This is an optimization exercise on Yosys and OpenROAD, whose aim is small area, not a production implementation. Where RTL was checked, it was by simulation tests only, not by an equivalence proof against the original. Function not checked in run 1: the RTL went through the layout flow alone. The clock port is modelled as an ideal driver; clocking choices that lean on that would not hold on a real chip. Power is estimated from default activity; no workload was simulated.

**design/flow/config.mk**
```make
export PLATFORM = sky130hd
export DESIGN_NAME = module_top
export DESIGN_NICKNAME = module_top
export VERILOG_FILES = /design/flow/design.v
export SDC_FILE = /design/flow/constraint.sdc
export NUM_CORES = 4
export LEC_CHECK = 0
export ABC_AREA = 1
export CAP_MARGIN = 20
export CORE_MARGIN = 2
export CORE_UTILIZATION = 40
export SLEW_MARGIN = 20
```
**design/flow/constraint.sdc**
```tcl
create_clock -name core_clock -period 20.0 [get_ports {clk}]
set_input_delay 4.0000 -clock core_clock [delete_from_list [all_inputs] [get_ports {clk}]]
set_output_delay 4.0000 -clock core_clock [all_outputs]
set_load 0.01 [all_outputs]
```
**design/flow/design.v**
```verilog
`timescale 1ns/1ps
module module_top(
    input  wire        clk,
    input  wire        rst_n,
    output wire [3:0]  columnas,
    input  wire [3:0]  filas_raw,
    output wire [3:0]  a,
    output wire [6:0]  d
);
    wire rst = ~rst_n;
    localparam [16:0] SC_X = 17'b01101101111111110;
    localparam [16:0] SC_T = 17'b10110110111111111;
    localparam [16:0] PM17 = 17'b01010101010101010;
    reg  [16:0] scan_q;
    wire [16:0] scan = scan_q ^ PM17;
    wire        stick = (scan == SC_T);
    wire        scan_fb = ~(scan[16] ^ scan[13]) ^ stick;
    reg         first;
    reg  [1:0]  col;
    always @(posedge clk) begin
        if (rst) begin
            scan_q <= SC_X ^ PM17;
            first  <= 1'b1;
            col    <= 2'd0;
        end else begin
            scan_q <= {scan[15:0], scan_fb} ^ PM17;
            if (stick) begin
                first <= 1'b0;
                if (!first) col <= col + 2'd1;
            end
        end
    end
    assign columnas = {col == 2'd3, col == 2'd2, col == 2'd1, col == 2'd0};
    localparam [9:0] DB_R = 10'b1111111110;
    localparam [9:0] PM10 = 10'b0101010101;
    localparam [3:0] NONE = 4'b0011;           
    reg  [9:0] db_q;
    wire [9:0] db = db_q ^ PM10;
    wire       db9 = &db[8:0];
    wire       sat = db9 & db[9];
    wire       rel = &filas_raw;
    wire       match = (filas_raw == 4'b1110) | (filas_raw == 4'b1101) |
                       (filas_raw == 4'b1011) | (filas_raw == 4'b0111);
    wire [3:0] newk = {col, ~(filas_raw[2] & filas_raw[3]), ~(filas_raw[1] & filas_raw[3])};
    reg  [3:0] last;
    reg  [3:0] sample;
    reg        chg;
    reg        pulse;
    wire       db_clr = rel | (sat & match & (newk != last));
    always @(posedge clk) begin
        if (rst) begin
            db_q   <= DB_R ^ PM10;
            last   <= NONE;
            sample <= NONE;
            chg    <= 1'b0;
            pulse  <= 1'b0;
        end else begin
            if (db_clr) db_q <= DB_R ^ PM10;
            else db_q <= {db[8:0], ~(db[9] ^ db[6]) | db9} ^ PM10;
            if (rel) last <= NONE;
            else if (match) last <= newk;
            if (!rel && sat) sample <= last;
            chg   <= !rel && sat && (last != sample);
            pulse <= chg;
        end
    end
    reg [11:0] cur;
    reg [11:0] stored;
    reg [11:0] result;
    wire       k_cmd = sample[3] & sample[2];
    wire       k_dig = !k_cmd && !(sample[1] & sample[0]);
    wire       k_add = k_cmd && sample[1:0] == 2'b00;
    wire       k_eq  = k_cmd && sample[1:0] == 2'b01;
    wire       k_clr = k_cmd && sample[1:0] == 2'b10;
    reg  [3:0] val;
    always @(*) begin
        case (sample)
            4'b0000: val = 4'd1;
            4'b0001: val = 4'd2;
            4'b0010: val = 4'd3;
            4'b0100: val = 4'd4;
            4'b0101: val = 4'd5;
            4'b0110: val = 4'd6;
            4'b1000: val = 4'd7;
            4'b1001: val = 4'd8;
            default: val = 4'd9;
        endcase
    end
    wire [11:0] mx = {cur[8:0], 3'b000};
    wire [11:0] my = {cur[10:0], 1'b0};
    wire [11:0] mz = {8'd0, val};
    wire [11:0] mp = mx ^ my ^ mz;
    wire [11:0] mg = (mx & my) | (mx & mz) | (my & mz);    
    wire [11:0] mg1 = {mg[10:0], 1'b0};
    wire [12:0] mc;
    wire [11:0] mul;
    assign mc[0] = 1'b0;
    genvar gi;
    generate
        for (gi = 0; gi < 12; gi = gi + 1) begin : g_mul
            assign mul[gi] = mp[gi] ^ mg1[gi] ^ mc[gi];
            assign mc[gi+1] = (mp[gi] & mg1[gi]) | (mp[gi] & mc[gi]) | (mg1[gi] & mc[gi]);
        end
    endgenerate
    wire [12:0] sc;
    wire [11:0] sum;
    assign sc[0] = 1'b0;
    generate
        for (gi = 0; gi < 12; gi = gi + 1) begin : g_sum
            assign sum[gi] = stored[gi] ^ cur[gi] ^ sc[gi];
            assign sc[gi+1] = (stored[gi] & cur[gi]) | (stored[gi] & sc[gi]) | (cur[gi] & sc[gi]);
        end
    endgenerate
    always @(posedge clk) begin
        if (rst) begin
            cur    <= 12'd0;
            stored <= 12'd0;
            result <= 12'd0;
        end else if (pulse) begin
            if (k_dig) cur <= mul;
            if (k_add) begin
                stored <= cur;
                cur <= 12'd0;
            end
            if (k_eq) begin
                result <= sum;
                cur <= 12'd0;
                stored <= 12'd0;
            end
            if (k_clr) begin
                cur <= 12'd0;
                stored <= 12'd0;
                result <= 12'd0;
            end
        end
    end
    localparam [16:0] DC_X = 17'b10011000111000100;
    localparam [16:0] DC_T = 17'b01001100011100010;
    reg  [16:0] disp_q;
    wire [16:0] disp = disp_q ^ PM17;
    wire        dtick = (disp == DC_T);
    wire        disp_fb = ~(disp[16] ^ disp[13]) ^ dtick;
    reg  [1:0]  sel;
    always @(posedge clk) begin
        if (rst) begin
            disp_q <= DC_X ^ PM17;
            sel    <= 2'd0;
        end else begin
            disp_q <= {disp[15:0], disp_fb} ^ PM17;
            if (dtick) sel <= sel + 2'd1;
        end
    end
    assign a = ~{sel == 2'd3, sel == 2'd2, sel == 2'd1, sel == 2'd0};
    function [3:0] add3(input [3:0] x);
        add3 = {x[3] | (x[2] & (x[1] | x[0])),
                (x[3] & x[0]) | (x[2] & ~x[1] & ~x[0]),
                (x[3] & ~x[0]) | (~x[2] & x[1]) | (x[1] & x[0]),
                (x[3] & ~x[0]) | (~x[3] & ~x[2] & x[0]) | (x[2] & x[1] & ~x[0])};
    endfunction
    reg [15:0] bcd;
    integer i;
    always @(*) begin
        bcd = 16'd0;
        for (i = 11; i >= 0; i = i - 1) begin
            bcd[3:0]   = add3(bcd[3:0]);
            bcd[7:4]   = add3(bcd[7:4]);
            bcd[11:8]  = add3(bcd[11:8]);
            bcd[15:12] = add3(bcd[15:12]);
            bcd = {bcd[14:0], result[i]};
        end
    end
    reg [3:0] dig;
    always @(*) begin
        case (sel)
            2'd0: dig = bcd[3:0];
            2'd1: dig = bcd[7:4];
            2'd2: dig = bcd[11:8];
            default: dig = bcd[15:12];
        endcase
    end
    assign d[0] = dig[3] | dig[1] | (dig[2] & dig[0]) | (~dig[2] & ~dig[0]);
    assign d[1] = ~dig[2] | (~dig[1] & ~dig[0]) | (dig[1] & dig[0]);
    assign d[2] = dig[2] | ~dig[1] | dig[0];
    assign d[3] = dig[3] | (~dig[2] & ~dig[0]) | (~dig[2] & dig[1]) | (dig[1] & ~dig[0]) | (dig[2] & ~dig[1] & dig[0]);
    assign d[4] = (~dig[2] & ~dig[0]) | (dig[1] & ~dig[0]);
    assign d[5] = dig[3] | (~dig[1] & ~dig[0]) | (dig[2] & ~dig[1]) | (dig[2] & ~dig[0]);
    assign d[6] = dig[3] | (dig[2] & ~dig[1]) | (~dig[2] & dig[1]) | (dig[1] & ~dig[0]);
endmodule
```
**design/flow/flow/run.sh**
```bash
#!/bin/bash
# Own layout flow:
#  1. the standard synthesis (standard.sh synth), unchanged;
#  2. the combinational logic of that netlist is re-mapped for area with
#     ABC (resynth.ys); every flip-flop instance is kept as it is, with its
#     name and cell type;
#  3. the rest of the standard flow (floorplan to finish) on that netlist.
# Each tool's output goes to a log file of its own in this folder.
set -euo pipefail
R=orfs/results/sky130hd/module_top/base
bash standard.sh synth > log_1_standard_synth.txt 2>&1
cp $R/1_2_yosys.v std_1_2_yosys.v
LIB=$FLOW_HOME/platforms/sky130hd/lib/sky130_fd_sc_hd__tt_025C_1v80.lib
DU=$(sed -n '/^export DONT_USE_CELLS/,/^$/p' $FLOW_HOME/platforms/sky130hd/config.mk | tr -d '\\' | tr ' ' '\n' | grep '^sky130' | sed 's/^/-dont_use /' | tr '\n' ' ')
sed -e "s#@LIB@#$LIB#g" -e "s#@DU@#$DU#g" -e "s#@ABC@#$PWD/flow/area.abc#g" flow/resynth.ys > resynth_run.ys
yosys -s resynth_run.ys > log_2_resynth.txt 2>&1
cp resynth.v $R/1_2_yosys.v
touch $R/1_2_yosys.v
# port buffers: the smallest buffer instead of the default delay cell
export BUFFER_PORTS_ARGS="-buffer_cell sky130_fd_sc_hd__buf_1"
bash standard.sh finish > log_3_standard_layout.txt 2>&1
```
**design/flow/flow/area.abc**
```
strash
&get -n
&deepsyn -T 120
&put
dch -f
amap
topo
```
**design/flow/flow/resynth.ys**
```
# Re-map the combinational logic of the standard netlist for area.
# Flip-flop cells are black boxes here, so they keep their instance names.
read_liberty -ignore_miss_func @LIB@
blackbox sky130_fd_sc_hd__df* sky130_fd_sc_hd__edf* sky130_fd_sc_hd__sdf* sky130_fd_sc_hd__dl*
read_verilog std_1_2_yosys.v
hierarchy -top module_top
flatten
opt_clean -purge
opt -full
abc -liberty @LIB@ @DU@ -script @ABC@
opt_clean -purge
setundef -zero
hilomap -singleton -hicell sky130_fd_sc_hd__conb_1 HI -locell sky130_fd_sc_hd__conb_1 LO
splitnets
opt_clean -purge
insbuf -buf sky130_fd_sc_hd__buf_1 A X
opt_clean -purge
tee -o resynth_stat.txt stat -liberty @LIB@
write_verilog -noattr -nohex -nodec resynth.v
```
**design/flow/standard.sh**
```bash
#!/bin/bash
# synth_recipe.tcl (not shown) runs the flow's synth.tcl, then flattens the netlist and writes it again
# the make line also repeats each setting of config.mk as NAME=value (left out here)
make -C /OpenROAD-flow-scripts/flow DESIGN_CONFIG=/design/flow/config.mk WORK_HOME=/design/flow/orfs CLKGATE_MAP_FILE= SYNTH_SCRIPT=/design/flow/synth_recipe.tcl "${@:-finish}"
```
==> results.sh, run 1 <==
export IMPL_outcome="no timing/DRC/antenna violations"
export IMPL_areaGrowthSynthToFinish_pct=12.7
export IMPL_seqPwrFrac=0.510
export IMPL_wl_per_cell_um=13.1
export IMPL_path_clk_slew_ns=0.08
export IMPL_cts_tree="yes"
export IMPL_rows=39
export IMPL_reg2reg_depth=28
export IMPL_die_w_um=111
export IMPL_syn_area_sq_um=4610
export IMPL_critPathCapture="d[0]"
export IMPL_hold_path_class="flip-flop to flip-flop"
export IMPL_p_total_w=0.000408
export IMPL_critical_path_class="flip-flop to output port"
export IMPL_fin_ws_ns=9.62
export IMPL_viasPerCell=5.48
export IMPL_fin_tns_setup_ns=0
export IMPL_ctsHoldBuffers=0
export IMPL_drtPass1Iterations=5
export IMPL_crit_required_ns=16.00
export IMPL_slew_violations=0
export IMPL_max_cap_viol_count=0
export IMPL_grtUsageMet3=0.0443
export IMPL_ir_worst_vdd_uv=57.5
export IMPL_p_int_w=0.000302
export IMPL_setup_violations=0
export IMPL_grt_use_total=0.176
export IMPL_power_per_cell_area_nw_per_um2=78.7
export IMPL_fp_dieH_um=111
export IMPL_hold_violations=0
export IMPL_n_antenna_cell=0
export IMPL_postCtsResizedCells=0
export IMPL_fin_nets=666
export IMPL_fmax_ghz=0.0963
export IMPL_grt_setup_unrepaired="no"
export IMPL_clk_latency_ns=0.35
export IMPL_post_cts_buffers=0
export IMPL_pwr_share_clk=0.437
export IMPL_hpwl_um=7830
export IMPL_critPathMaxFanout=8
export IMPL_grt_max_degree=28
export IMPL_numCtsBuffers=9
export IMPL_max_stage_delay_ns=0.76
export IMPL_core_area_sq_um=11300
export IMPL_worstSetupEndpointType="output port"
export IMPL_critPathSlowestCell="a2111oi_0"
export IMPL_syn_inst=628
export IMPL_htree_levels=3
export IMPL_grt_util_met1=0.229
export IMPL_root_buffer="clkbuf_16"
export IMPL_busiest_layer="met2"
export IMPL_grt_overflow_total=0
export IMPL_antenna_found_initial=0
export IMPL_syn_nets=634
export IMPL_dr_first_iter_drc_count=235
export IMPL_min_period_ns=10.38
export IMPL_io_pins=21
export IMPL_finClkSkew_ns=0.0109
export IMPL_portBuffers=20
export IMPL_syn_mean_instance_area_sq_um=7.33
export IMPL_gp_congestion=0.888
export IMPL_switching_share=0.260
export IMPL_hold_ws_ns=0.381
export IMPL_ys_warn_count=1
export IMPL_cpMostUsedCell="clkinv_1"
export IMPL_power_switching_w=0.000106
export IMPL_max_slew_margin=0.420
export IMPL_die_area_sq_um=12400
export IMPL_grt_pass1_wl_um=18500
export IMPL_rr_endpoint="cur[11]$_SDFFE_PN0P_"
export IMPL_critPathLaunch="result[10]$_SDFFE_PN0P_"
export IMPL_wirelength_um=10500
export IMPL_worst_pin_slew_ns=0.848
export IMPL_critPathLaunchType="flip-flop"
export IMPL_place_ws_ns=10.13
export IMPL_initial_core_util=0.407
export IMPL_cts_buffer_depth=2
export IMPL_combinationalPowerShare=0.054
export IMPL_drive_gt1_frac=0.0271
export IMPL_arrival_ns=6.38
export IMPL_use_met2=0.288
export IMPL_numClockSinks=99
export IMPL_ff2ff_setup_slack_ns=15.73
export IMPL_fill_cells=1135
export IMPL_leakage_nw=1.82
export IMPL_drt_drc_violations_left=0
export IMPL_first_global_vias=4164
export IMPL_ant_nets=0
export IMPL_vias=4426
export IMPL_fin_crit_sh=0.519
export IMPL_r2r_start="cur[1]$_SDFFE_PN0P_"
-- power groups by stage --
stage | logic, W | clock network, W | registers, W
after floorplan | 0.0000165 | 0 | 0.000212
after global placement | 0.0000211 | 0 | 0.000213
after detailed placement | 0.0000217 | 0 | 0.000213
after CTS | 0.0000218 | 0.000183 | 0.000208
after global routing | 0.0000250 | 0.000191 | 0.000209
final | 0.0000219 | 0.000178 | 0.000208
-- flip-flops by register name, indices dropped and copies added (netlist names), 4 cells and up --
name and count:
disp_q 17, scan_q 17, cur 12, result 12, stored 12, db_q 10, last 4, sample 4
val 4
-- worst min-delay path by stage --
stage	slack [ns]	cells after the start	from	endpoint
6_report	0.38	1	db_q[8]$_SDFF_PP0_	db_q[9]$_SDFF_PP1_
3_5_place_dp	0.37	1	db_q[8]$_SDFF_PP0_	db_q[9]$_SDFF_PP1_
2_1_floorplan	0.35	1	db_q[4]$_SDFF_PP0_	db_q[5]$_SDFF_PP1_
4_1_cts	0.38	1	db_q[4]$_SDFF_PP0_	db_q[5]$_SDFF_PP1_
5_1_grt	0.40	1	db_q[2]$_SDFF_PP0_	db_q[3]$_SDFF_PP1_
3_3_place_gp	0.36	1	db_q[8]$_SDFF_PP0_	db_q[9]$_SDFF_PP1_
-- placed cells by master, fill, tap and decap left out, types with 2 or more instances in the layout --
cell,count
o21a_1,7
a2111oi_0,2
a221oi_1,3
clkinv_1,93
and2_0,2
or2_0,2
nand2_1,66
o311ai_0,2
clkbuf_16,9
clkinv_8,4
a31oi_1,3
nor4_1,5
or4_1,2
a211oi_1,5
o32ai_1,7
nor2_1,125
a21oi_1,21
nand3_1,7
o31ai_1,2
a32oi_1,3
buf_1,20
o22ai_1,41
o211ai_1,11
a22oi_1,13
nor3_1,18
nor2b_1,7
o21ai_0,56
or4b_1,3
dfxtp_1,99
nand4b_1,4
o221ai_1,3
-- metal layers --
| metal | wire length (um) | share of wire |
|---|---|---|
| met1 | 5240 | 0.50 |
| met2 | 4730 | 0.45 |
| met3 | 380 | 0.036 |
| met4 | 195 | 0.018 |
| met5 | 0 | 0 |
-- through the flow --
stage                     area, sq um  instances  utilization
after detailed placement         4870        792        0.430
after CTS                        5190        808        0.458
after global routing             5190        808        0.458
after floorplan                  4610        628            -
final                            5190        808        0.458
after global placement           4870        792        0.430
-- layout make-up --
class	instances	area (sq um)	area share
clock buffer	9	225	0.0434
clock inverter	7	93.8	0.0181
inverter	93	349	0.0673
multi-input combinational	436	2280	0.439
sequential	99	1980	0.382
tap	143	179	0.0345
timing repair buffer	21	82.6	0.0159
-- worst max-delay path, delay by kind of cell (launching register included) --
kind,cells,cell delay [ns]
AO/OA/AOI/OAI,9,2.89
buffers and inverters,8,1.38
AND/OR/NAND/NOR,9,1.26
flip-flops,1,0.47
==> run 2: changes to the inputs <==
--- a/design/flow/design.v
+++ b/design/flow/design.v
@@ -15,3 +15,4 @@
     wire [16:0] scan = scan_q ^ PM17;
-    wire        stick = (scan == SC_T);
+    localparam [16:0] SC_M = 17'b11110100111101111;
+    wire        stick = ((scan ^ SC_T) & SC_M) == 17'd0;
     wire        scan_fb = ~(scan[16] ^ scan[13]) ^ stick;
@@ -74,16 +75,8 @@
     wire       k_clr = k_cmd && sample[1:0] == 2'b10;
-    reg  [3:0] val;
-    always @(*) begin
-        case (sample)
-            4'b0000: val = 4'd1;
-            4'b0001: val = 4'd2;
-            4'b0010: val = 4'd3;
-            4'b0100: val = 4'd4;
-            4'b0101: val = 4'd5;
-            4'b0110: val = 4'd6;
-            4'b1000: val = 4'd7;
-            4'b1001: val = 4'd8;
-            default: val = 4'd9;
-        endcase
-    end
+    wire [1:0] kc = sample[3:2];
+    wire [1:0] kr = sample[1:0];
+    wire [3:0] val = {(kr[0] & kc[1]) | (kr[1] & kc[1]),
+                      kc[0] | (~kr[0] & ~kr[1] & kc[1]),
+                      (kr[1] & ~kc[1]) | (~kr[0] & ~kr[1] & kc[1]) | (kr[0] & ~kc[0] & ~kc[1]),
+                      ~(kr[0] ^ kc[0])};
     wire [11:0] mx = {cur[8:0], 3'b000};
@@ -140,3 +133,4 @@
     wire [16:0] disp = disp_q ^ PM17;
-    wire        dtick = (disp == DC_T);
+    localparam [16:0] DC_M = 17'b10111111111110111;
+    wire        dtick = ((disp ^ DC_T) & DC_M) == 17'd0;
     wire        disp_fb = ~(disp[16] ^ disp[13]) ^ dtick;
--- a/design/flow/flow/run.sh
+++ b/design/flow/flow/run.sh
@@ -20,2 +20,4 @@
 export BUFFER_PORTS_ARGS="-buffer_cell sky130_fd_sc_hd__buf_1"
+# clock tree: small buffers, no dummy loads
+export CTS_ARGS="-sink_clustering_enable -repair_clock_nets -dont_use_dummy_load -buf_list sky130_fd_sc_hd__clkbuf_4"
 bash standard.sh finish > log_3_standard_layout.txt 2>&1
--- a/design/flow/config.mk
+++ b/design/flow/config.mk
@@ -10,3 +10,3 @@
 export CORE_MARGIN = 2
-export CORE_UTILIZATION = 40
+export CORE_UTILIZATION = 85
 export SLEW_MARGIN = 20
==> results.sh, run 2 <==
export IMPL_outcome="did not finish"
export IMPL_stop_stage="global placement without I/O"
export IMPL_stop_error="[ERROR GPL-0301] Utilization 101.973 % exceeds 100%."
export IMPL_ys_warn_count=1
export IMPL_die_w_um=76.1
export IMPL_syn_mean_instance_area_sq_um=7.44
export IMPL_initial_core_util=0.871
export IMPL_syn_nets=600
export IMPL_syn_inst=594
export IMPL_syn_area_sq_um=4420
export IMPL_rows=26
export IMPL_fp_dieH_um=76.1
==> run 3: changes to the inputs <==
--- a/design/flow/flow/run.sh
+++ b/design/flow/flow/run.sh
@@ -21,3 +21,3 @@
 # clock tree: small buffers, no dummy loads
-export CTS_ARGS="-sink_clustering_enable -repair_clock_nets -dont_use_dummy_load -buf_list sky130_fd_sc_hd__clkbuf_4"
+export CTS_ARGS="-sink_clustering_enable -repair_clock_nets -dont_use_dummy_load -buf_list sky130_fd_sc_hd__clkbuf_8"
 bash standard.sh finish > log_3_standard_layout.txt 2>&1
--- a/design/flow/config.mk
+++ b/design/flow/config.mk
@@ -10,3 +10,3 @@
 export CORE_MARGIN = 2
-export CORE_UTILIZATION = 85
+export CORE_UTILIZATION = 70
 export SLEW_MARGIN = 20
==> results.sh, run 3 <==
export IMPL_antenna_found_initial=0
export IMPL_crit_family="compound AO/OA/AOI/OAI gates"
export IMPL_critPathLaunchType="flip-flop"
export IMPL_wirelength_um=9740
export IMPL_areaGrowthSynthToFinish_pct=6.79
export IMPL_critical_path_class="flip-flop to output port"
export IMPL_gp_congestion=0.943
export IMPL_ir_worst_vdd_uv=59.3
export IMPL_dpl_cell_area_sq_um=4600
export IMPL_numClockSinks=95
export IMPL_worstHoldStart="scan_q[9]$_SDFF_PN0_"
export IMPL_initial_core_util=0.734
export IMPL_grt_pass1_wl_um=16600
export IMPL_power_per_cell_area_nw_per_um2=66.8
export IMPL_fmax_ghz=0.0963
export IMPL_syn_inst=588
export IMPL_grt_max_degree=28
export IMPL_worstSetupEndpointType="output port"
export IMPL_grt_use_total=0.282
export IMPL_max_cap_viol_count=0
export IMPL_critPathMaxFanout=13
export IMPL_drtPass1Iterations=5
export IMPL_drive_gt1_frac=0.0162
export IMPL_finClkSkew_ns=0.0297
export IMPL_hpwl_um=7160
export IMPL_crit_required_ns=16.00
export IMPL_p_total_w=0.000315
export IMPL_htree_levels=3
export IMPL_syn_area_sq_um=4420
export IMPL_syn_nets=594
export IMPL_n_antenna_cell=0
export IMPL_ctsHoldBuffers=0
export IMPL_path_clk_slew_ns=0.07
export IMPL_drt_drc_violations_left=0
export IMPL_arrival_ns=6.38
export IMPL_die_area_sq_um=6970
export IMPL_core_area_sq_um=6030
export IMPL_layout_commonest_cell="dfxtp_1"
export IMPL_portBuffers=20
export IMPL_io_pins=21
export IMPL_critPathSlowestCell="dfxtp_1"
export IMPL_first_global_vias=3955
export IMPL_ant_nets=0
export IMPL_layout_common_cells="dfxtp_1, nor2_1, clkinv_1"
export IMPL_grt_setup_unrepaired="no"
export IMPL_reg_top3="disp_q: 17 flops, scan_q: 17 flops"
export IMPL_post_cts_buffers=0
export IMPL_clk_latency_ns=0.36
export IMPL_postCtsResizedCells=0
export IMPL_fin_crit_sh=0.519
export IMPL_fp_dieH_um=83.5
export IMPL_vias=4335
export IMPL_design_area_sq_um=4720
export IMPL_cts_buffer_depth=2
export IMPL_viasPerCell=6.26
export IMPL_hold_ws_ns=0.379
export IMPL_numCtsBuffers=9
export IMPL_leakage_nw=1.70
export IMPL_max_stage_delay_ns=0.42
export IMPL_rows=28
export IMPL_max_slew_margin=0.497
export IMPL_r2r_start="sample[0]$_SDFFE_PN1P_"
export IMPL_syn_mean_instance_area_sq_um=7.52
export IMPL_fin_nets=626
export IMPL_grt_overflow_total=0
export IMPL_ff2ff_setup_slack_ns=16.25
export IMPL_outcome="no timing/DRC/antenna violations"
export IMPL_dr_first_iter_drc_count=282
export IMPL_worst_pin_slew_ns=0.754
export IMPL_hold_violations=0
export IMPL_wl_per_cell_um=14.0
export IMPL_ys_warn_count=1
export IMPL_die_w_um=83.5
export IMPL_critPathLaunch="result[10]$_SDFFE_PN0P_"
export IMPL_fin_tns_setup_ns=0
export IMPL_hold_path_class="flip-flop to flip-flop"
export IMPL_cts_tree="yes"
export IMPL_min_period_ns=10.38
export IMPL_cp_num_buf_inv=5
export IMPL_root_buffer="clkbuf_8"
export IMPL_setup_violations=0
export IMPL_slew_violations=0
run 3: layout make-up:
type / instances / area (sq um)
multi-input combinational: 412 / 2210
sequential: 95 / 1900
fill: 450 / 1310
inverter: 81 / 304
clock buffer: 9 / 124
tap: 75 / 93.8
timing repair buffer: 21 / 82.6
run 3: metal layers:
metal / vias to the layer above / routed length, um / global-route usage
met1: 1999 / 4270 / 0.339
met4: 0 / 191 / 0.107
met2: 139 / 4810 / 0.498
met5: - / 0 / 0
met3: 27 / 458 / 0.0584
li1: 2170 / - / -
run 3: power by group:
part / total [W] / switching, W / internal (W)
Combinational: 0.0000186 / 0.0000118 / 0.00000685
Clock: 0.0000973 / 0.0000569 / 0.0000404
Sequential: 0.000199 / 0.00000397 / 0.000195
run 3: worst paths after layout:
check | endpoint | cells past startpoint
hold / removal | scan_q[10]$_SDFF_PN0_ | 1
setup reg to reg | cur[11]$_SDFFE_PN0P_ | 24
setup / recovery | d[0] | 29
hold reg to reg | scan_q[10]$_SDFF_PN0_ | 1
run 3: stage by stage:
stage               cells  setup WS (ns)  utilization
CTS                   693           9.75        0.783
global placement      684          10.53        0.763
floorplan             588          11.04            -
finish                693           9.62        0.783
detailed placement    684          10.15        0.763
global route          693           8.93        0.783
==> run 4: changes to the inputs <==
--- a/design/flow/flow/run.sh
+++ b/design/flow/flow/run.sh
@@ -21,3 +21,5 @@
 # clock tree: small buffers, no dummy loads
-export CTS_ARGS="-sink_clustering_enable -repair_clock_nets -dont_use_dummy_load -buf_list sky130_fd_sc_hd__clkbuf_8"
+export CTS_ARGS="-sink_clustering_enable -repair_clock_nets -dont_use_dummy_load -buf_list sky130_fd_sc_hd__clkbuf_4"
+# after CTS: upsize only the clock buffers whose flip-flops see a slow clock slew
+export POST_CTS_TCL=$PWD/flow/post_cts.tcl
 bash standard.sh finish > log_3_standard_layout.txt 2>&1
==> design/flow/flow/area.abc (replaced) <==
strash
&get -n
&deepsyn -T 300
&put
dch -f
amap
mfs -a -W 4
amap
topo
==> design/flow/flow/post_cts.tcl (new file) <==
# Upsize only the clock buffers whose flip-flop clock pins see a slow slew.
proc my_fix_clock_slew { lim } {
  estimate_parasitics -placement
  set fixed {}
  foreach pin [get_pins -hierarchical */CLK] {
    if {[get_property $pin slew_max] > $lim} {
      set net [get_nets -of_objects $pin]
      foreach dp [get_pins -of_objects $net -filter "direction == output"] {
        set inst [get_cells -of_objects $dp]
        set name [get_property $inst full_name]
        if {[lsearch $fixed $name] < 0 && [string match "*clkbuf_4*" [get_property $inst ref_name]]} {
          lappend fixed $name
        }
      }
    }
  }
  foreach name $fixed {
    puts "clock slew fix: $name -> sky130_fd_sc_hd__clkbuf_8"
    replace_cell [get_cells $name] sky130_fd_sc_hd__clkbuf_8
  }
  if {[llength $fixed] > 0} { detailed_placement }
  estimate_parasitics -placement
}
my_fix_clock_slew 0.110
--- a/design/flow/config.mk
+++ b/design/flow/config.mk
@@ -10,3 +10,3 @@
 export CORE_MARGIN = 2
-export CORE_UTILIZATION = 70
+export CORE_UTILIZATION = 78
 export SLEW_MARGIN = 20
==> results.sh, run 4 <==
export IMPL_ant_nets=0
export IMPL_fin_nets=611
export IMPL_cpMostUsedCell="nor2_1"
export IMPL_seqCellArea_sq_um=1900
export IMPL_fin_tns_setup_ns=0
export IMPL_hold_violations=0
export IMPL_critPathMaxFanout=7
export IMPL_drtPass1Iterations=6
export IMPL_max_stage_delay_ns=0.46
export IMPL_die_area_sq_um=6220
export IMPL_drive_gt1_frac=0.0166
export IMPL_layout_commonest_cell="dfxtp_1"
export IMPL_drt_drc_violations_left=0
export IMPL_leakage_nw=1.63
export IMPL_max_slew_margin=0.294
export IMPL_reg2reg_depth=24
export IMPL_hold_path_class="flip-flop to flip-flop"
export IMPL_wl_per_cell_um=15.1
export IMPL_setup_violations=0
export IMPL_grt_pass1_wl_um=17100
export IMPL_numClockSinks=95
export IMPL_worstSetupEndpointType="output port"
export IMPL_vias=4289
export IMPL_first_global_vias=4010
export IMPL_portBuffers=20
export IMPL_ir_worst_vdd_uv=84.4
export IMPL_worst_pin_slew_ns=1.03
export IMPL_grt_setup_unrepaired="no"
export IMPL_min_period_ns=12.04
export IMPL_fmax_ghz=0.0830
export IMPL_areaGrowthSynthToFinish_pct=6.07
export IMPL_layout_common_cells="dfxtp_1, clkinv_1, nor2_1"
export IMPL_hpwl_um=7520
export IMPL_die_w_um=78.9
export IMPL_crit_required_ns=16.00
export IMPL_fp_dieH_um=78.9
export IMPL_ys_warn_count=1
export IMPL_slew_violations=0
export IMPL_hold_depth=1
export IMPL_syn_mean_instance_area_sq_um=7.63
export IMPL_cts_tree="yes"
export IMPL_clk_latency_ns=0.45
export IMPL_syn_nets=579
export IMPL_finClkSkew_ns=0.0356
export IMPL_io_pins=21
export IMPL_rows=27
export IMPL_dr_first_iter_drc_count=306
export IMPL_critical_path_class="flip-flop to output port"
export IMPL_wirelength_um=10200
export IMPL_antenna_found_initial=0
export IMPL_grt_use_total=0.344
export IMPL_fin_crit_sh=0.602
export IMPL_power_per_cell_area_nw_per_um2=65.2
export IMPL_viasPerCell=6.35
export IMPL_final_util=0.847
export IMPL_path_clk_slew_ns=0.11
export IMPL_outcome="no timing/DRC/antenna violations"
export IMPL_fill_cells=360
export IMPL_syn_area_sq_um=4370
export IMPL_max_cap_viol_count=0
export IMPL_multi_input_area_sq_um=2150
export IMPL_initial_core_util=0.799
export IMPL_grt_max_degree=26
export IMPL_syn_inst=573
export IMPL_reg_top3="disp_q: 17 flops, scan_q: 17 flops"
export IMPL_core_area_sq_um=5470
export IMPL_critPathLaunchType="flip-flop"
export IMPL_n_antenna_cell=0
export IMPL_arrival_ns=8.04
export IMPL_grt_overflow_total=0
export IMPL_gp_congestion=0.869
export IMPL_critPathSlowestCell="dfxtp_1"
run 4: worst max-delay path, delay by kind of cell (launching register included):
family          cells  cell delay (ns)
flops               1             0.46
buf+inv             8             1.31
simple gates       12             1.83
compound gates     16             3.94
run 4: area by class of cell:
class                      instances  share of cell area
sequential                        95               0.410
inverter                          86              0.0696
clock buffer                       9              0.0200
multi-input combinational        392               0.463
timing repair buffer              21              0.0178
tap                               72              0.0194
run 4: per-stage QoR:
stage	std cells	total power [W]	setup WS, ns	cell area [sq um]	hold WS (ns)
global route	675	0.000312	7.04	4640	0.373
detailed placement	666	0.000221	8.79	4540	0.371
finish	675	0.000302	7.96	4640	0.356
floorplan	573	0.000214	9.99	4370	0.350
global placement	666	0.000219	9.46	4540	0.356
run 4: power breakdown:
part	switching, W	internal, W	leakage (nW)
clock network	0.0000561	0.0000295	0.0518
logic	0.0000119	0.00000609	0.801
registers	0.00000380	0.000195	0.776
total	0.0000718	0.000230	1.63
run 4: layer usage:
layer / routed length (um) / track usage / part of all wire
met1: 4280 / 0.388 / 0.42
met2: 5120 / 0.629 / 0.50
met3: 539 / 0.0773 / 0.053
met4: 243 / 0.138 / 0.024
met5: 0 / 0 / 0
run 4: worst paths after layout:
| kind | slack (ns) | end | start |
|---|---|---|---|
| setup reg to reg | 16.31 | cur[11]$_SDFFE_PN0P_ | sample[3]$_SDFFE_PN0P_ |
| hold / removal | 0.36 | scan_q[5]$_SDFF_PN0_ | scan_q[4]$_SDFF_PN1_ |
| hold reg to reg | 0.36 | scan_q[5]$_SDFF_PN0_ | scan_q[4]$_SDFF_PN1_ |
| setup / recovery | 7.96 | d[0] | result[11]$_SDFFE_PN0P_ |
==> run 5: changes to the inputs <==
--- a/design/flow/design.v
+++ b/design/flow/design.v
@@ -81,27 +81,18 @@
                       ~(kr[0] ^ kc[0])};
-    wire [11:0] mx = {cur[8:0], 3'b000};
-    wire [11:0] my = {cur[10:0], 1'b0};
-    wire [11:0] mz = {8'd0, val};
-    wire [11:0] mp = mx ^ my ^ mz;
-    wire [11:0] mg = (mx & my) | (mx & mz) | (my & mz);    
-    wire [11:0] mg1 = {mg[10:0], 1'b0};
-    wire [12:0] mc;
-    wire [11:0] mul;
-    assign mc[0] = 1'b0;
+    wire [2:0]  w    = val[3:1];
+    wire [1:0]  wx   = w[2] ? 2'b11 : w[1:0];
+    wire [11:0] ax   = k_dig ? {cur[9:0], wx} : stored;
+    wire        cin  = k_dig & w[2];
+    wire [12:0] ac;
+    wire [11:0] aout;
+    assign ac[0] = cin;
     genvar gi;
     generate
-        for (gi = 0; gi < 12; gi = gi + 1) begin : g_mul
-            assign mul[gi] = mp[gi] ^ mg1[gi] ^ mc[gi];
-            assign mc[gi+1] = (mp[gi] & mg1[gi]) | (mp[gi] & mc[gi]) | (mg1[gi] & mc[gi]);
+        for (gi = 0; gi < 12; gi = gi + 1) begin : g_add
+            assign aout[gi] = ax[gi] ^ cur[gi] ^ ac[gi];
+            assign ac[gi+1] = (ax[gi] & cur[gi]) | (ax[gi] & ac[gi]) | (cur[gi] & ac[gi]);
         end
     endgenerate
-    wire [12:0] sc;
-    wire [11:0] sum;
-    assign sc[0] = 1'b0;
-    generate
-        for (gi = 0; gi < 12; gi = gi + 1) begin : g_sum
-            assign sum[gi] = stored[gi] ^ cur[gi] ^ sc[gi];
-            assign sc[gi+1] = (stored[gi] & cur[gi]) | (stored[gi] & sc[gi]) | (cur[gi] & sc[gi]);
-        end
-    endgenerate
+    wire [11:0] mul = {aout[10:0], val[0]};
+    wire [11:0] sum = aout;
     always @(posedge clk) begin
==> results.sh, run 5 <==
export IMPL_outcome="no timing/DRC/antenna violations"
export IMPL_clk_latency_ns=0.43
export IMPL_ant_nets=0
export IMPL_min_period_ns=10.98
export IMPL_drt_drc_violations_left=0
export IMPL_layout_commonest_cell="dfxtp_1"
export IMPL_critPathLaunchType="flip-flop"
export IMPL_syn_mean_instance_area_sq_um=7.51
export IMPL_vias=4252
export IMPL_fp_dieH_um=76.9
export IMPL_reg_top3="disp_q: 17 flops, scan_q: 17 flops"
export IMPL_portBuffers=20
export IMPL_cp_num_buf_inv=5
export IMPL_wirelength_um=10800
export IMPL_areaGrowthSynthToFinish_pct=6.67
export IMPL_slew_violations=0
export IMPL_ys_warn_count=1
export IMPL_cpMostUsedCell="nor2_1"
export IMPL_cts_tree="yes"
export IMPL_syn_nets=558
export IMPL_io_pins=21
export IMPL_max_cap_viol_count=0
export IMPL_fmax_ghz=0.0911
export IMPL_first_global_vias=4070
export IMPL_rows=26
export IMPL_fin_nets=591
export IMPL_grt_pass1_wl_um=18000
export IMPL_leakage_nw=1.58
export IMPL_grt_setup_unrepaired="no"
export IMPL_gp_congestion=0.944
export IMPL_design_area_sq_um=4420
export IMPL_dr_first_iter_drc_count=433
export IMPL_hold_path_class="flip-flop to flip-flop"
export IMPL_grt_overflow_total=0
export IMPL_arrival_ns=6.98
export IMPL_die_area_sq_um=5920
export IMPL_hpwl_um=7540
export IMPL_worstSetupEndpointType="output port"
export IMPL_grt_max_degree=28
export IMPL_max_slew_margin=0.445
export IMPL_dpl_cell_area_sq_um=4330
export IMPL_die_w_um=76.9
export IMPL_numClockSinks=95
export IMPL_n_antenna_cell=0
export IMPL_path_clk_slew_ns=0.10
export IMPL_wl_per_cell_um=16.5
export IMPL_hold_violations=0
export IMPL_critPathMaxFanout=12
export IMPL_drive_gt1_frac=0.0206
export IMPL_drtPass1Iterations=5
export IMPL_fin_tns_setup_ns=0
export IMPL_antenna_found_initial=0
export IMPL_critical_path_class="flip-flop to output port"
export IMPL_viasPerCell=6.51
export IMPL_crit_family="simple AND/OR/NAND/NOR gates"
export IMPL_finClkSkew_ns=0.0283
export IMPL_crit_required_ns=16.00
export IMPL_max_stage_delay_ns=0.47
export IMPL_initial_core_util=0.812
export IMPL_fin_crit_sh=0.549
export IMPL_worst_pin_slew_ns=0.830
export IMPL_critPathSlowestCell="dfxtp_1"
export IMPL_grt_use_total=0.377
export IMPL_syn_inst=552
export IMPL_ir_worst_vdd_uv=70.9
export IMPL_setup_violations=0
export IMPL_core_area_sq_um=5110
export IMPL_layout_common_cells="dfxtp_1, nor2_1, nand2_1"
export IMPL_syn_area_sq_um=4150
export IMPL_power_per_cell_area_nw_per_um2=68.8
run 5: cell count changes in the layout (fill, tap and decap cells not counted), moves of 10 or more:
| cell | change |
|---|---|
| o22ai_1 | +20 |
| clkinv_1 | -14 |
| nor2_1 | +13 |
| o211ai_1 | -13 |
| o21ai_0 | -12 |
| a22oi_1 | -11 |
| nand2_1 | +11 |
| o21a_1 | -10 |
run 5: worst paths after layout:
check	endpoint	start	depth (start not counted)	slack, ns
worst max-delay path	d[6]	result[10]$_SDFFE_PN0P_	28	9.02
worst min-delay path	disp_q[4]$_SDFF_PN0_	disp_q[3]$_SDFF_PN1_	1	0.38
worst max register to register	cur[11]$_SDFFE_PN0P_	sample[2]$_SDFFE_PN0P_	27	14.67
worst min register to register	disp_q[4]$_SDFF_PN0_	disp_q[3]$_SDFF_PN1_	1	0.38
run 5: layout make-up:
class | count | area [sq um]
Multi-Input combinational cell | 385 | 1980
Clock buffer | 9 | 92.6
Inverter | 72 | 270
Fill cell | 286 | 683
Timing Repair Buffer | 22 | 90.1
Tap cell | 70 | 87.6
Sequential cell | 95 | 1900
run 5: metrics by stage:
step           instances   util  power, W  setup slack (ns)  hold slack, ns
2_1_floorplan        552      -  0.000215             11.04           0.350
3_3_place_gp         644  0.847  0.000220             10.39           0.355
3_5_place_dp         644  0.847  0.000222              9.96           0.362
5_1_grt              653  0.866  0.000313              8.43           0.401
6_report             653  0.866  0.000304              9.02           0.382
run 5: worst reg2reg max path, delay by kind of cell, from the launching register on:
| kind | cells | cell delay [ns] |
|---|---|---|
| flip-flops | 1 | 0.42 |
| AND/OR/NAND/NOR | 11 | 1.66 |
| buffers and inverters | 2 | 0.73 |
| AO/OA/AOI/OAI | 14 | 2.36 |
run 5: power breakdown:
| part | switching [W] | internal [W] | total, W |
|---|---|---|---|
| clock network | 0.0000560 | 0.0000295 | 0.0000855 |
| registers | 0.00000387 | 0.000195 | 0.000198 |
| logic | 0.0000140 | 0.00000651 | 0.0000205 |
| total | 0.0000739 | 0.000231 | 0.000304 |
run 5: layer usage:
metal  global-route usage  vias to the layer above  part of all wire
met5                    0                        -                 0
met4                0.215                        0             0.040
met3               0.0576                       48             0.058
met2                0.653                      225              0.50
met1                0.445                     1956              0.40
li1                     -                     2023                 -
==> run 6: changes to the inputs <==
==> design/flow/flow/area.abc (replaced) <==
strash
&get -n
&deepsyn -T 300
&put
dch -f
amap -F 20 -A 30 -x
topo
--- a/design/flow/config.mk
+++ b/design/flow/config.mk
@@ -10,3 +10,3 @@
 export CORE_MARGIN = 2
-export CORE_UTILIZATION = 78
+export CORE_UTILIZATION = 81
 export SLEW_MARGIN = 20
==> results.sh, run 6 <==
export IMPL_portBuffers=20
export IMPL_rows=25
export IMPL_initial_core_util=0.856
export IMPL_fp_dieH_um=75.1
export IMPL_ys_warn_count=1
export IMPL_syn_area_sq_um=4100
export IMPL_io_pins=21
export IMPL_stop_error="[ERROR GPL-0301] Utilization 101.656 % exceeds 100%."
export IMPL_stop_stage="global placement"
export IMPL_syn_nets=551
export IMPL_die_w_um=75.1
export IMPL_outcome="did not finish"
export IMPL_syn_mean_instance_area_sq_um=7.52
export IMPL_syn_inst=545
==> run 7: changes to the inputs <==
--- a/design/flow/config.mk
+++ b/design/flow/config.mk
@@ -10,3 +10,3 @@
 export CORE_MARGIN = 2
-export CORE_UTILIZATION = 81
+export CORE_UTILIZATION = 78
 export SLEW_MARGIN = 20
==> results.sh, run 7 <==
export IMPL_fin_nets=584
export IMPL_ff2ff_setup_slack_ns=14.74
export IMPL_setup_violations=0
export IMPL_reg2reg_depth=26
export IMPL_die_w_um=76.5
export IMPL_dpl_cell_area_sq_um=4280
export IMPL_worstHoldStart="scan_q[4]$_SDFF_PN1_"
export IMPL_drt_drc_violations_left=0
export IMPL_max_stage_delay_ns=0.52
export IMPL_critPathSlowestCell="o31ai_1"
export IMPL_first_global_vias=3891
export IMPL_crit_chain="clkinv_1, nor3_1, nor2_1, o31ai_1, nor2_1, a21o_1, nor2_1, nor3_1, nor3_1, clkinv_1, nor2_1, o22ai_1, a21oi_1, o22ai_1, a21oi_1, clkinv_1, o22ai_1, nor2_1, o31ai_1, clkinv_1, a21oi_1, nor2_1, or3_1, buf_1"
export IMPL_fill_cells=302
export IMPL_n_antenna_cell=0
export IMPL_arrival_ns=6.81
export IMPL_seqCellArea_sq_um=1900
export IMPL_syn_mean_instance_area_sq_um=7.52
export IMPL_viasPerCell=6.53
export IMPL_finClkSkew_ns=0.0368
export IMPL_core_area_sq_um=5070
export IMPL_worstSetupEndpointType="output port"
export IMPL_slew_violations=0
export IMPL_fin_tns_setup_ns=0
export IMPL_wirelength_um=10500
export IMPL_path_clk_slew_ns=0.10
export IMPL_design_area_sq_um=4380
export IMPL_layout_commonest_cell="dfxtp_1"
export IMPL_rows=26
export IMPL_portBuffers=20
export IMPL_grt_pass1_wl_um=17700
export IMPL_syn_area_sq_um=4100
export IMPL_fin_crit_sh=0.541
export IMPL_outcome="no timing/DRC/antenna violations"
export IMPL_reg_top3="disp_q: 17 flops, scan_q: 17 flops"
export IMPL_numClockSinks=95
export IMPL_areaGrowthSynthToFinish_pct=6.90
export IMPL_hold_path_class="flip-flop to flip-flop"
export IMPL_gp_congestion=0.943
export IMPL_crit_cells=24
export IMPL_worstHoldEndpoint="scan_q[5]$_SDFF_PN0_"
export IMPL_crit_required_ns=16.00
export IMPL_cts_tree="yes"
export IMPL_max_cap_viol_count=0
export IMPL_ir_worst_vdd_uv=74.8
export IMPL_clk_latency_ns=0.45
export IMPL_grt_overflow_total=0
export IMPL_dr_first_iter_drc_count=436
export IMPL_grt_setup_unrepaired="no"
export IMPL_hold_depth=1
export IMPL_critPathLaunchType="flip-flop"
export IMPL_initial_core_util=0.808
export IMPL_ys_warn_count=1
export IMPL_r2r_start="sample[3]$_SDFFE_PN0P_"
export IMPL_grt_use_total=0.374
export IMPL_layout_common_cells="dfxtp_1, nor2_1, clkinv_1, nand2_1, o22ai_1"
export IMPL_syn_nets=551
export IMPL_hpwl_um=7100
export IMPL_critPathMaxFanout=12
export IMPL_ant_nets=0
export IMPL_rr_endpoint="result[10]$_SDFFE_PN0P_"
export IMPL_cp_num_buf_inv=5
export IMPL_critical_path_class="flip-flop to output port"
export IMPL_worst_pin_slew_ns=0.978
export IMPL_drtPass1Iterations=5
export IMPL_wl_per_cell_um=16.3
export IMPL_cpMostUsedCell="nor2_1"
export IMPL_vias=4218
export IMPL_hold_violations=0
export IMPL_die_area_sq_um=5850
export IMPL_power_per_cell_area_nw_per_um2=70.8
export IMPL_min_period_ns=10.81
export IMPL_leakage_nw=1.54
export IMPL_grt_max_degree=26
export IMPL_antenna_found_initial=0
export IMPL_io_pins=21
export IMPL_multi_input_area_sq_um=1950
export IMPL_crit_family="compound AO/OA/AOI/OAI gates"
export IMPL_fp_dieH_um=76.5
export IMPL_drive_gt1_frac=0.0191
export IMPL_syn_inst=545
export IMPL_fmax_ghz=0.0925
export IMPL_max_slew_margin=0.346
run 7: worst register-to-register path: cells and delay by family (launching register included):
kind	cells	cell delay, ns
AOI/OAI and AO/OA	12	1.91
buffers and inverters	2	0.81
and+or+nand+nor	12	1.94
DFF	1	0.43
run 7: worst max-delay path by stage:
stage	from	endpoint	slack (ns)
finish	result[8]$_SDFFE_PN0P_	d[6]	9.19
global placement	result[8]$_SDFFE_PN0P_	d[6]	10.27
floorplan	result[8]$_SDFFE_PN0P_	d[6]	10.84
detailed placement	result[8]$_SDFFE_PN0P_	d[6]	9.93
global route	result[8]$_SDFFE_PN0P_	d[6]	8.50
run 7: metrics by stage:
stage / power [W] / hold WS (ns) / util / worst slack, ns / cells
6_report: 0.000310 / 0.375 / 0.863 / 9.19 / 646
5_1_grt: 0.000319 / 0.390 / 0.863 / 8.50 / 646
3_5_place_dp: 0.000221 / 0.371 / 0.843 / 9.93 / 637
3_3_place_gp: 0.000219 / 0.357 / 0.843 / 10.27 / 637
2_1_floorplan: 0.000214 / 0.350 / - / 10.84 / 545
run 7: power by group:
part | internal, W | total, W | leakage, nW | switching [W]
sequential | 0.000195 | 0.000199 | 0.776 | 0.00000395
combinational | 0.00000635 | 0.0000194 | 0.707 | 0.0000131
clock | 0.0000337 | 0.0000924 | 0.0569 | 0.0000587
total | 0.000235 | 0.000310 | 1.54 | 0.0000758
run 7: metal layers:
metal | track usage | wire, um | part of all wire | up-vias
met5 | 0 | 0 | 0 | -
met4 | 0.158 | 338 | 0.032 | 0
met3 | 0.0758 | 805 | 0.076 | 46
met2 | 0.656 | 5210 | 0.49 | 249
met1 | 0.445 | 4190 | 0.40 | 1915
li1 | - | - | - | 2008
run 7: layout make-up:
type / instances / share of cell area
multi-input cells: 383 / 0.444
flip-flops and latches: 95 / 0.434
inverters: 67 / 0.0574
clock buffers: 9 / 0.0240
repair buffers: 22 / 0.0206
well taps: 70 / 0.0200
==> run 8: changes to the inputs <==
--- a/design/flow/config.mk
+++ b/design/flow/config.mk
@@ -9,4 +9,6 @@
 export CAP_MARGIN = 20
+export CELL_PAD_IN_SITES_DETAIL_PLACEMENT = 0
+export CELL_PAD_IN_SITES_GLOBAL_PLACEMENT = 0
 export CORE_MARGIN = 2
-export CORE_UTILIZATION = 78
+export CORE_UTILIZATION = 86
 export SLEW_MARGIN = 20
==> results.sh, run 8 <==
export IMPL_syn_area_sq_um=4100
export IMPL_outcome="did not finish"
export IMPL_rows=25
export IMPL_die_w_um=73.0
export IMPL_initial_core_util=0.879
export IMPL_syn_nets=551
export IMPL_stop_stage="global placement without I/O"
export IMPL_syn_inst=545
export IMPL_ys_warn_count=1
export IMPL_stop_error="[ERROR GPL-0301] Utilization 102.453 % exceeds 100%."
export IMPL_syn_mean_instance_area_sq_um=7.52
export IMPL_fp_dieH_um=73.0
==> run 9: changes to the inputs <==
--- a/design/flow/flow/post_cts.tcl
+++ b/design/flow/flow/post_cts.tcl
@@ -1,2 +1,7 @@
-# Upsize only the clock buffers whose flip-flop clock pins see a slow slew.
+# After CTS: rebuild the leaf level of the clock tree as 11-sink clusters of
+# clkbuf_4 (recluster.tcl), legalise, then upsize any leaf buffer whose
+# flip-flops still see a slow clock slew.
+source [file join [file dirname [info script]] recluster.tcl]
+my_recluster_clock 11 sky130_fd_sc_hd__clkbuf_4
+detailed_placement
 proc my_fix_clock_slew { lim } {
==> design/flow/flow/recluster.tcl (new file) <==
# Rebuild the leaf level of the clock tree that CTS made: the clock sinks are
# split into ceil(sinks / max_sinks) clusters (k-means on their locations,
# then a capacity-limited nearest assignment), each driven by one leaf buffer
# placed at its cluster's centre; the root buffer drives all leaf buffers.
proc my_recluster_clock { max_sinks leaf_master } {
  set block [ord::get_db_block]
  set db [ord::get_db]
  set clknet [$block findNet clk]
  set root ""
  foreach it [$clknet getITerms] { set root [$it getInst] }
  set rootout [[$root findITerm X] getNet]
  set leaves {}
  foreach it [$rootout getITerms] {
    set inst [$it getInst]
    if {$inst == $root} continue
    lappend leaves $inst
  }
  set sinks {}
  foreach l $leaves {
    foreach it [[[$l findITerm X] getNet] getITerms] {
      if {[$it getInst] != $l} { lappend sinks $it }
    }
  }
  set ns [llength $sinks]
  set k [expr {($ns + $max_sinks - 1) / $max_sinks}]
  # sink locations (pin centre ~ instance origin)
  set px {}; set py {}
  foreach it $sinks {
    set b [[$it getInst] getBBox]
    lappend px [expr {([$b xMin] + [$b xMax]) / 2.0}]
    lappend py [expr {([$b yMin] + [$b yMax]) / 2.0}]
  }
  # initial centres: existing leaves, then the sinks farthest from any centre
  set cx {}; set cy {}
  foreach l $leaves {
    if {[llength $cx] >= $k} break
    set b [$l getBBox]
    lappend cx [expr {([$b xMin] + [$b xMax]) / 2.0}]
    lappend cy [expr {([$b yMin] + [$b yMax]) / 2.0}]
  }
  while {[llength $cx] < $k} {
    set far -1; set fi 0
    for {set i 0} {$i < $ns} {incr i} {
      set dmin 1e30
      foreach x $cx y $cy {
        set d [expr {abs([lindex $px $i]-$x) + abs([lindex $py $i]-$y)}]
        if {$d < $dmin} { set dmin $d }
      }
      if {$dmin > $far} { set far $dmin; set fi $i }
    }
    lappend cx [lindex $px $fi]; lappend cy [lindex $py $fi]
  }
  for {set iter 0} {$iter < 20} {incr iter} {
    # capacity-limited assignment: all (sink, centre) pairs by distance
    set pairs {}
    for {set i 0} {$i < $ns} {incr i} {
      for {set c 0} {$c < $k} {incr c} {
        lappend pairs [list [expr {abs([lindex $px $i]-[lindex $cx $c]) + abs([lindex $py $i]-[lindex $cy $c])}] $i $c]
      }
    }
    set pairs [lsort -real -index 0 $pairs]
    set asg [lrepeat $ns -1]; set cnt [lrepeat $k 0]
    foreach p $pairs {
      lassign $p d i c
      if {[lindex $asg $i] >= 0 || [lindex $cnt $c] >= $max_sinks} continue
      lset asg $i $c; lset cnt $c [expr {[lindex $cnt $c] + 1}]
    }
    # move centres to the mean of their sinks
    for {set c 0} {$c < $k} {incr c} {
      set sx 0; set sy 0; set n 0
      for {set i 0} {$i < $ns} {incr i} {
        if {[lindex $asg $i] == $c} { set sx [expr {$sx + [lindex $px $i]}]; set sy [expr {$sy + [lindex $py $i]}]; incr n }
      }
      if {$n > 0} { lset cx $c [expr {$sx / $n}]; lset cy $c [expr {$sy / $n}] }
    }
  }
  # leaf buffers: reuse the existing ones, create the missing ones
  set master [$db findMaster $leaf_master]
  set bufs {}
  for {set c 0} {$c < $k} {incr c} {
    if {$c < [llength $leaves]} {
      set b [lindex $leaves $c]
      $b swapMaster $master
    } else {
      set b [odb::dbInst_create $block $master "clkbuf_leaf_extra_$c"]
      set net [odb::dbNet_create $block "clknet_leaf_extra_$c"]
      $net setSigType CLOCK
      [$b findITerm A] connect $rootout
      [$b findITerm X] connect $net
    }
    $b setLocation [expr {int([lindex $cx $c])}] [expr {int([lindex $cy $c])}]
    $b setPlacementStatus PLACED
    lappend bufs $b
  }
  # leaves CTS made beyond k (not expected) are left driving nothing: remove them
  for {set c $k} {$c < [llength $leaves]} {incr c} {
    set l [lindex $leaves $c]
    set n [[$l findITerm X] getNet]
    [$l findITerm A] disconnect; [$l findITerm X] disconnect
    odb::dbInst_destroy $l
    odb::dbNet_destroy $n
  }
  for {set i 0} {$i < $ns} {incr i} {
    set it [lindex $sinks $i]
    set net [[[lindex $bufs [lindex $asg $i]] findITerm X] getNet]
    $it disconnect
    $it connect $net
  }
  puts "clock leaves reclustered: $ns sinks, $k leaves ($leaf_master), fanouts $cnt"
}
--- a/design/flow/config.mk
+++ b/design/flow/config.mk
@@ -9,6 +9,4 @@
 export CAP_MARGIN = 20
-export CELL_PAD_IN_SITES_DETAIL_PLACEMENT = 0
-export CELL_PAD_IN_SITES_GLOBAL_PLACEMENT = 0
 export CORE_MARGIN = 2
-export CORE_UTILIZATION = 86
+export CORE_UTILIZATION = 78
 export SLEW_MARGIN = 20
==> results.sh, run 9 <==
export IMPL_viasPerCell=6.52
export IMPL_gp_congestion=0.943
export IMPL_rows=26
export IMPL_ant_nets=0
export IMPL_areaGrowthSynthToFinish_pct=6.47
export IMPL_grt_pass1_wl_um=17300
export IMPL_cts_tree="yes"
export IMPL_combinationalPowerShare=0.064
export IMPL_wirelength_um=10400
export IMPL_syn_mean_instance_area_sq_um=7.52
export IMPL_setup_violations=0
export IMPL_pwr_share_clk=0.280
export IMPL_ir_worst_vdd_uv=70.5
export IMPL_max_slew_margin=0.365
export IMPL_numClockSinks=95
export IMPL_wl_per_cell_um=16.1
export IMPL_fin_nets=585
export IMPL_p_int_w=0.000228
export IMPL_layout_commonest_cell="dfxtp_1"
export IMPL_syn_inst=545
export IMPL_crit_required_ns=16.00
export IMPL_grt_use_total=0.365
export IMPL_grt_overflow_total=0
export IMPL_ys_warn_count=1
export IMPL_clk_latency_ns=0.45
export IMPL_path_clk_slew_ns=0.11
export IMPL_worst_pin_slew_ns=0.949
export IMPL_max_stage_delay_ns=0.50
export IMPL_critPathSlowestCell="dfxtp_1"
export IMPL_syn_area_sq_um=4100
export IMPL_die_area_sq_um=5850
export IMPL_fp_dieH_um=76.5
export IMPL_place_ws_ns=9.93
export IMPL_worstHoldStart="scan_q[12]$_SDFF_PN1_"
export IMPL_layout_common_cells="dfxtp_1, nor2_1, clkinv_1, nand2_1, o22ai_1"
export IMPL_hpwl_um=7100
export IMPL_grt_max_degree=26
export IMPL_hold_violations=0
export IMPL_max_cap_viol_count=0
export IMPL_fin_ws_ns=9.27
export IMPL_switching_share=0.246
export IMPL_seqPwrFrac=0.656
export IMPL_finClkSkew_ns=0.0325
export IMPL_cp_num_buf_inv=5
export IMPL_seqCellArea_sq_um=1900
export IMPL_die_w_um=76.5
export IMPL_grt_setup_unrepaired="no"
export IMPL_fin_tns_setup_ns=0
export IMPL_fin_crit_sh=0.536
export IMPL_syn_nets=551
export IMPL_r2r_start="sample[3]$_SDFFE_PN0P_"
export IMPL_fmax_ghz=0.0932
export IMPL_dr_first_iter_drc_count=436
export IMPL_drt_drc_violations_left=0
export IMPL_ff2ff_setup_slack_ns=14.73
export IMPL_hold_ws_ns=0.388
export IMPL_min_period_ns=10.73
export IMPL_antenna_found_initial=0
export IMPL_fill_cells=307
export IMPL_hold_path_class="flip-flop to flip-flop"
export IMPL_worstSetupEndpointType="output port"
export IMPL_power_per_cell_area_nw_per_um2=69.4
export IMPL_final_util=0.860
export IMPL_critPathMaxFanout=12
export IMPL_critPathLaunch="result[8]$_SDFFE_PN0P_"
export IMPL_n_antenna_cell=0
export IMPL_core_area_sq_um=5070
export IMPL_first_global_vias=3889
export IMPL_critical_path_class="flip-flop to output port"
export IMPL_outcome="no timing/DRC/antenna violations"
export IMPL_io_pins=21
export IMPL_multi_input_area_sq_um=1950
export IMPL_drive_gt1_frac=0.0208
export IMPL_slew_violations=0
export IMPL_arrival_ns=6.73
export IMPL_power_switching_w=0.0000745
export IMPL_cpMostUsedCell="nor2_1"
export IMPL_portBuffers=20
export IMPL_initial_core_util=0.808
export IMPL_crit_family="compound AO/OA/AOI/OAI gates"
export IMPL_vias=4219
export IMPL_crit_chain="clkinv_1, nor3_1, nor2_1, o31ai_1, nor2_1, a21o_1, nor2_1, nor3_1, nor3_1, clkinv_1, nor2_1, o22ai_1, a21oi_1, o22ai_1, a21oi_1, clkinv_1, o22ai_1, nor2_1, o31ai_1, clkinv_1, a21oi_1, nor2_1, or3_1, buf_1"
export IMPL_reg_top3="disp_q: 17 flops, scan_q: 17 flops"
export IMPL_leakage_nw=1.53
export IMPL_critPathLaunchType="flip-flop"
export IMPL_drtPass1Iterations=8
-- run 9: final cells by class, without the clock buffers --
cell class,count,area share
multi-input cells,383,0.446
inverters,67,0.0576
plain buffers,1,0.00172
well taps,70,0.0201
flip-flops and latches,95,0.436
repair buffers,22,0.0206
-- run 9: metrics by stage --
stage | total power [W] | area, sq um | instances
2_1_floorplan | 0.000214 | 4100 | 545
3_3_place_gp | 0.000219 | 4280 | 637
3_5_place_dp | 0.000221 | 4280 | 637
5_1_grt | 0.000310 | 4360 | 647
6_report | 0.000303 | 4360 | 647
-- run 9: power by group through the flow --
stage | logic, W | registers [W] | clock network, W
6_report | 0.0000195 | 0.000199 | 0.0000849
5_1_grt | 0.0000212 | 0.000199 | 0.0000893
3_5_place_dp | 0.0000182 | 0.000203 | 0
3_3_place_gp | 0.0000169 | 0.000202 | 0
2_1_floorplan | 0.0000127 | 0.000201 | 0
-- run 9: path summary, 6_finish.rpt --
check | endpoint | cells after the start
max | d[6] | 24
min | scan_q[13]$_SDFF_PN1_ | 1
max reg2reg | result[10]$_SDFFE_PN0P_ | 26
min reg2reg | scan_q[13]$_SDFF_PN1_ | 1
-- run 9: per-layer routing --
metal / GRT usage / up-vias / routed length [um]
met4: 0.169 / 0 / 353
met2: 0.635 / 252 / 5060
li1: - / 2004 / -
met1: 0.423 / 1910 / 4130
met3: 0.0900 / 53 / 884
met5: 0 / - / 0
==> run 10: changes to the inputs <==
--- a/design/flow/flow/post_cts.tcl
+++ b/design/flow/flow/post_cts.tcl
@@ -1,2 +1,2 @@
-# After CTS: rebuild the leaf level of the clock tree as 11-sink clusters of
+# After CTS: rebuild the leaf level of the clock tree as 10-sink clusters of
 # clkbuf_4 (recluster.tcl), legalise, then upsize any leaf buffer whose
@@ -4,3 +4,3 @@
 source [file join [file dirname [info script]] recluster.tcl]
-my_recluster_clock 11 sky130_fd_sc_hd__clkbuf_4
+my_recluster_clock 10 sky130_fd_sc_hd__clkbuf_4
 detailed_placement
==> results.sh, run 10 <==
export IMPL_outcome="no timing/DRC/antenna violations"
export IMPL_syn_nets=551
export IMPL_grt_setup_unrepaired="no"
export IMPL_ys_warn_count=1
export IMPL_antenna_found_initial=0
export IMPL_fmax_ghz=0.0924
export IMPL_max_slew_margin=0.312
export IMPL_gp_congestion=0.943
export IMPL_finClkSkew_ns=0.0235
export IMPL_drive_gt1_frac=0.0225
export IMPL_fin_nets=586
export IMPL_die_area_sq_um=5850
export IMPL_syn_mean_instance_area_sq_um=7.52
export IMPL_cpMostUsedCell="nor2_1"
export IMPL_power_per_cell_area_nw_per_um2=69.3
export IMPL_die_w_um=76.5
export IMPL_drt_drc_violations_left=0
export IMPL_post_place_cells=637
export IMPL_grt_use_total=0.372
export IMPL_worstHoldStart="scan_q[12]$_SDFF_PN1_"
export IMPL_wl_per_cell_um=16.4
export IMPL_syn_area_sq_um=4100
export IMPL_grt_overflow_total=0
export IMPL_critPathLaunch="result[8]$_SDFFE_PN0P_"
export IMPL_fill_cells=314
export IMPL_critPathSlowestCell="dfxtp_1"
export IMPL_areaGrowthSynthToFinish_pct=6.35
export IMPL_ant_nets=0
export IMPL_critPathLaunchType="flip-flop"
export IMPL_drtPass1Iterations=6
export IMPL_crit_required_ns=16.00
export IMPL_final_cells=648
export IMPL_cp_num_buf_inv=5
export IMPL_io_pins=21
export IMPL_min_period_ns=10.83
export IMPL_rows=26
export IMPL_clk_latency_ns=0.46
export IMPL_initial_core_util=0.808
export IMPL_syn_inst=545
export IMPL_numClockSinks=95
export IMPL_hold_ws_ns=0.386
export IMPL_viasPerCell=6.54
export IMPL_hold_path_class="flip-flop to flip-flop"
export IMPL_path_clk_slew_ns=0.12
export IMPL_core_area_sq_um=5070
export IMPL_layout_common_cells="dfxtp_1, nor2_1, clkinv_1, nand2_1, o22ai_1"
export IMPL_ir_worst_vdd_uv=68.5
export IMPL_r2r_start="sample[3]$_SDFFE_PN0P_"
export IMPL_seqCellArea_sq_um=1900
export IMPL_hpwl_um=7100
export IMPL_vias=4239
export IMPL_dr_first_iter_drc_count=454
export IMPL_leakage_nw=1.53
export IMPL_cts_tree="yes"
export IMPL_first_global_vias=3878
export IMPL_arrival_ns=6.83
export IMPL_critPathMaxFanout=12
export IMPL_portBuffers=20
export IMPL_grt_max_degree=26
export IMPL_grt_pass1_wl_um=17500
export IMPL_crit_chain="clkinv_1, nor3_1, nor2_1, o31ai_1, nor2_1, a21o_1, nor2_1, nor3_1, nor3_1, clkinv_1, nor2_1, o22ai_1, a21oi_1, o22ai_1, a21oi_1, clkinv_1, o22ai_1, nor2_1, o31ai_1, clkinv_1, a21oi_1, nor2_1, or3_1, buf_1"
export IMPL_layout_commonest_cell="dfxtp_1"
export IMPL_worstSetupEndpointType="output port"
export IMPL_n_antenna_cell=0
export IMPL_slew_violations=0
export IMPL_reg_top3="disp_q: 17 flops, scan_q: 17 flops"
export IMPL_hold_violations=0
export IMPL_final_util=0.859
export IMPL_max_stage_delay_ns=0.51
export IMPL_crit_family="compound AO/OA/AOI/OAI gates"
export IMPL_setup_violations=0
export IMPL_critical_path_class="flip-flop to output port"
export IMPL_fin_crit_sh=0.541
export IMPL_fp_dieH_um=76.5
export IMPL_multi_input_area_sq_um=1950
export IMPL_fin_tns_setup_ns=0
export IMPL_worst_pin_slew_ns=1.02
export IMPL_wirelength_um=10600
export IMPL_max_cap_viol_count=0
## run 10: cell type report, without the clock buffers
type / count / share of cell area
repair buffers: 22 / 0.0207
plain buffers: 2 / 0.00344
flip-flops and latches: 95 / 0.436
well taps: 70 / 0.0201
inverters: 67 / 0.0577
multi-input cells: 383 / 0.446
## run 10: through the flow
| step | setup slack (ns) | area, sq um | power [W] |
|---|---|---|---|
| global placement | 10.27 | 4280 | 0.000219 |
| global route | 8.55 | 4360 | 0.000310 |
| detailed placement | 9.93 | 4280 | 0.000221 |
| finish | 9.17 | 4360 | 0.000302 |
| floorplan | 10.84 | 4100 | 0.000214 |
## run 10: worst paths after layout
check                       endpoint  slack, ns  cells after the start
max                             d[6]       9.17                     24
min            scan_q[13]$_SDFF_PN1_       0.39                      1
max reg2reg  result[10]$_SDFFE_PN0P_      14.77                     26
min reg2reg    scan_q[13]$_SDFF_PN1_       0.39                      1
## run 10: layer usage
layer,share of wire,up-vias,GRT usage,routed length [um]
li1,-,2009,-,-
met1,0.39,1929,0.431,4170
met2,0.49,249,0.659,5220
met3,0.078,52,0.0924,824
met4,0.038,0,0.142,407
met5,0,-,0,0
## run 10: power breakdown
group	leakage [nW]	internal [W]	switching, W
Combinational	0.707	0.00000634	0.0000133
Clock	0.0506	0.0000254	0.0000581
Sequential	0.776	0.000195	0.00000406
Total	1.53	0.000226	0.0000755

[static timing again, ports no longer ideal]
No port has a modelled driver above. Below, the same layouts with a new extraction and two added sets of constraints. Step 1, drivers: a clkbuf_16 drives clk and a buf_2 each remaining input, both assumed. Step 2 times the ports against the registers' clock, not the clock port: input delays grow and output delays shrink by t, the midpoint of the rising clock arrivals with the driver on. a / b / c = ideal ports / drivers / drivers and shift; a / b = the first two.
| run | t (ns) | setup slack, ns | worst setup path at the end | worst register clock-pin slew, ns | pins driven straight from the clock port |
|---|---|---|---|---|---|
| run 1 | 0.377 | 9.618 / 9.584 / 9.960 | register to output | 0.08 / 0.08 | 1 |
| run 3 | 0.381 | 9.620 / 9.588 / 9.969 | register to output | 0.10 / 0.10 | 1 |
| run 4 | 0.457 | 7.958 / 7.929 / 8.386 | register to output | 0.11 / 0.11 | 1 |
| run 5 | 0.444 | 9.023 / 8.996 / 9.440 | register to output | 0.11 / 0.11 | 1 |
| run 7 | 0.463 | 9.187 / 9.161 / 9.623 | register to output | 0.11 / 0.11 | 1 |
| run 9 | 0.460 | 9.270 / 9.244 / 9.704 | register to output | 0.11 / 0.11 | 1 |
| run 10 | 0.476 | 9.174 / 9.148 / 9.624 | register to output | 0.12 / 0.12 | 1 |
After both steps setup and hold are still met in every run listed.
